This design comes from an exercise in tuning for small area on the open sky130 flow, not from production work. Function was checked by simulation only, so behaviour that the tests miss may differ from the original. The flow treats the clock pin as an ideal source. Dropping or thinning the clock tree relies on that and would not hold on a real chip.

==> juniper <==
==> flow/design.v (excerpt) <==
module super_mario_music (
    input wire clk_1MHz,  
    input wire rst,
    output reg piezo      
);
clock: 125.0 ns
lec_check: 0
abc_area: 1
cap_margin: 20
core_margin: 2
core_utilization: 70
cts_buf_list: sky130_fd_sc_hd__clkbuf_8
cts_cluster_diameter: 500
cts_cluster_size: 100
slew_margin: 20
synth_memory_max_bits: 65536
standard.sh (not shown) runs the stock make flow with config.mk's settings and CLKGATE_MAP_FILE= SYNTH_SCRIPT=/design/flow/synth_recipe.tcl, a recipe that flattens the netlist after the stock synthesis.
==> flow/flow/run.sh <==
#!/bin/bash
# Standard ORFS layout with two extra steps:
#  * before floorplanning, every combinational cell is swapped to its smallest
#    drive strength (the clock period is long, so synthesis's upsizing buys nothing);
#  * after CTS, the clock tree is replaced by one clock buffer driving every register.
# Each tool's full output goes to standard.log in this folder.
set -uo pipefail
export PRE_FLOORPLAN_TCL=$PWD/flow/downsize.tcl
export POST_CTS_TCL=$PWD/flow/cts_single.tcl
export FLOW_CLOCK_PORT=clk_1MHz
export FLOW_CLOCK_BUF=sky130_fd_sc_hd__clkbuf_16
export CTS_ARGS="-buf_list sky130_fd_sc_hd__clkbuf_8 -dont_use_dummy_load -repair_clock_nets"
bash standard.sh > standard.log 2>&1
==> flow/flow/cts_single.tcl <==
# Replace the clock tree that CTS built with one clock buffer that drives every
# register clock pin directly (all registers see the same clock arrival).
set db [ord::get_db]
set block [ord::get_db_block]
set clk_bterm [$block findBTerm $::env(FLOW_CLOCK_PORT)]
set root_net [$clk_bterm getNet]
set sinks {}
set old_insts {}
set old_nets {}
proc collect_sinks {net} {
  global sinks old_insts old_nets
  foreach it [$net getITerms] {
    if {![$it isInputSignal] && [$it getIoType] ne "INPUT"} { continue }
    set inst [$it getInst]
    set mname [[$inst getMaster] getName]
    if {[string match "sky130_fd_sc_hd__clkbuf_*" $mname] || [string match "sky130_fd_sc_hd__clkinv*" $mname] || [string match "sky130_fd_sc_hd__bufinv*" $mname]} {
      lappend old_insts $inst
      foreach ot [$inst getITerms] {
        if {[$ot isOutputSignal]} {
          set on [$ot getNet]
          if {$on ne "NULL" && $on ne ""} { lappend old_nets $on; collect_sinks $on }
        }
      }
    } else {
      lappend sinks $it
    }
  }
}
collect_sinks $root_net
puts "cts_single: [llength $sinks] sinks, removing [llength $old_insts] clock cells"
set master [$db findMaster $::env(FLOW_CLOCK_BUF)]
set buf [odb::dbInst_create $block $master "clkbuf_root"]
set net [odb::dbNet_create $block "clknet_root"]
$net setSigType CLOCK
set sx 0; set sy 0
foreach it $sinks {
  set bb [[$it getInst] getBBox]
  set sx [expr {$sx + ([$bb xMin] + [$bb xMax]) / 2}]
  set sy [expr {$sy + ([$bb yMin] + [$bb yMax]) / 2}]
  $it disconnect
  $it connect $net
}
foreach inst $old_insts { odb::dbInst_destroy $inst }
foreach n $old_nets { if {[llength [$n getITerms]] == 0} { odb::dbNet_destroy $n } }
foreach it [$buf getITerms] {
  set mt [$it getMTerm]
  if {[$mt getName] eq "A"} { $it connect $root_net }
  if {[$mt getName] eq "X"} { $it connect $net }
}
set n [llength $sinks]
$buf setLocation [expr {$sx / $n}] [expr {$sy / $n}]
$buf setPlacementStatus PLACED
detailed_placement
check_placement -verbose
estimate_parasitics -placement
report_clock_skew
Other scripts of this flow, unchanged in this note and not shown: flow/flow/downsize.tcl
==> amber (differences from juniper) <==
--- a/flow/flow/run.sh
+++ b/flow/flow/run.sh
@@ -11,2 +11,3 @@
 export FLOW_CLOCK_BUF=sky130_fd_sc_hd__clkbuf_16
+export FLOW_CLOCK_GROUPS=2
 export CTS_ARGS="-buf_list sky130_fd_sc_hd__clkbuf_8 -dont_use_dummy_load -repair_clock_nets"
==> flow/flow/cts_single.tcl (replaced) <==
# Replace the clock tree that CTS built with one clock buffer that drives every
# register clock pin directly (all registers see the same clock arrival).
set db [ord::get_db]
set block [ord::get_db_block]
set clk_bterm [$block findBTerm $::env(FLOW_CLOCK_PORT)]
set root_net [$clk_bterm getNet]
set ::cs_sinks {}
set ::cs_old_insts {}
set ::cs_old_nets {}
proc collect_sinks {net} {

  foreach it [$net getITerms] {
    if {![$it isInputSignal] && [$it getIoType] ne "INPUT"} { continue }
    set inst [$it getInst]
    set mname [[$inst getMaster] getName]
    if {[string match "sky130_fd_sc_hd__clkbuf_*" $mname] || [string match "sky130_fd_sc_hd__clkinv*" $mname] || [string match "sky130_fd_sc_hd__bufinv*" $mname]} {
      lappend ::cs_old_insts $inst
      foreach ot [$inst getITerms] {
        if {[$ot isOutputSignal]} {
          set on [$ot getNet]
          if {$on ne "NULL" && $on ne ""} { lappend ::cs_old_nets $on; collect_sinks $on }
        }
      }
    } else {
      lappend ::cs_sinks $it
    }
  }
}
collect_sinks $root_net
puts "cts_single: [llength $::cs_sinks] sinks, removing [llength $::cs_old_insts] clock cells"
set master [$db findMaster $::env(FLOW_CLOCK_BUF)]
set ngroups $::env(FLOW_CLOCK_GROUPS)
# sink positions
set pts {}
foreach it $::cs_sinks {
  set bb [[$it getInst] getBBox]
  lappend pts [list [expr {([$bb xMin] + [$bb xMax]) / 2.0}] [expr {([$bb yMin] + [$bb yMax]) / 2.0}]]
  $it disconnect
}
foreach inst $::cs_old_insts { odb::dbInst_destroy $inst }
foreach n $::cs_old_nets { if {[llength [$n getITerms]] == 0} { odb::dbNet_destroy $n } }
# k-means on sink positions, seeded by sorting on x then y
set n [llength $pts]
set order [lsort -real -index 0 $pts]
set cents {}
for {set g 0} {$g < $ngroups} {incr g} {
  lappend cents [lindex $order [expr {int(($g + 0.5) * $n / $ngroups)}]]
}
for {set iter 0} {$iter < 50} {incr iter} {
  set asg {}
  foreach p $pts {
    set bd 1e18; set bg 0
    for {set g 0} {$g < $ngroups} {incr g} {
      set c [lindex $cents $g]
      set d [expr {abs([lindex $p 0] - [lindex $c 0]) + abs([lindex $p 1] - [lindex $c 1])}]
      if {$d < $bd} { set bd $d; set bg $g }
    }
    lappend asg $bg
  }
  set newc {}
  for {set g 0} {$g < $ngroups} {incr g} {
    set sx 0.0; set sy 0.0; set k 0
    foreach p $pts a $asg { if {$a == $g} { set sx [expr {$sx + [lindex $p 0]}]; set sy [expr {$sy + [lindex $p 1]}]; incr k } }
    if {$k > 0} { lappend newc [list [expr {$sx / $k}] [expr {$sy / $k}]] } else { lappend newc [lindex $cents $g] }
  }
  set cents $newc
}
for {set g 0} {$g < $ngroups} {incr g} {
  set buf [odb::dbInst_create $block $master "clkbuf_root_$g"]
  set net [odb::dbNet_create $block "clknet_root_$g"]
  $net setSigType CLOCK
  foreach it [$buf getITerms] {
    set mt [$it getMTerm]
    if {[$mt getName] eq "A"} { $it connect $root_net }
    if {[$mt getName] eq "X"} { $it connect $net }
  }
  set k 0
  foreach it $::cs_sinks a $asg { if {$a == $g} { $it connect $net; incr k } }
  set c [lindex $cents $g]
  $buf setLocation [expr {int([lindex $c 0])}] [expr {int([lindex $c 1])}]
  $buf setPlacementStatus PLACED
  puts "cts_single: buffer $g drives $k registers"
}
detailed_placement
check_placement -verbose
estimate_parasitics -placement
report_clock_skew
==> comparison table <==
quantity	amber	juniper
Number of cells after detailed placement	749	749
Die Span Y	87.0 um	87.0 um
Cell Area, Placed	4880 um^2	4880 um^2
Post-Syn Nets	740	740
Outcome	timing/DRC/antenna clean	did not finish
Last stage reached	-	4_1_cts
Input/output buffers	2	2
Number of warning messages in the yosys log	1	1
Die extent in x	87.0 um	87.0 um
FP Rows	30	30
# IOs	3	3
Post-Place Setup Slack	98.90 ns	98.90 ns
Count of mapped cells out of synthesis	682	682
GP Congestion	1.03	1.03
Detailed-placement wirelength estimate	8970 um	8970 um
Starting utilization of the core area	0.717	0.717
In amber the design's own scripts or RTL, not TritonCTS, make the clock network.

==> separate check: timing with driven ports <==
No port has a modelled driver above. Below, the same layout with a new extraction and two added sets of constraints.
Step 1: set_driving_cell puts a clkbuf_16 on clk_1MHz and a buf_2 on each other input, an assumption about the parent block.
Step 2 adds t to the input delays and takes it off the output delays; t is the mean of the earliest and latest rising clock arrival at the registers after step 1. Input paths then give back, and output paths get back, about the clock's delay inside the block.
Three values: ideal, step 1, step 2; two values: the first two.
run: amber
shift t [ns]: 0.226
setup WS [ns]: 98.903 / 98.848 / 98.950
pins driven straight from the clock port: 2
After both steps amber still meets setup and hold. For amber, drivers alone change the setup slack by -0.055 ns; drivers and shift together by +0.047 ns. Setup slack includes reset recovery checks.
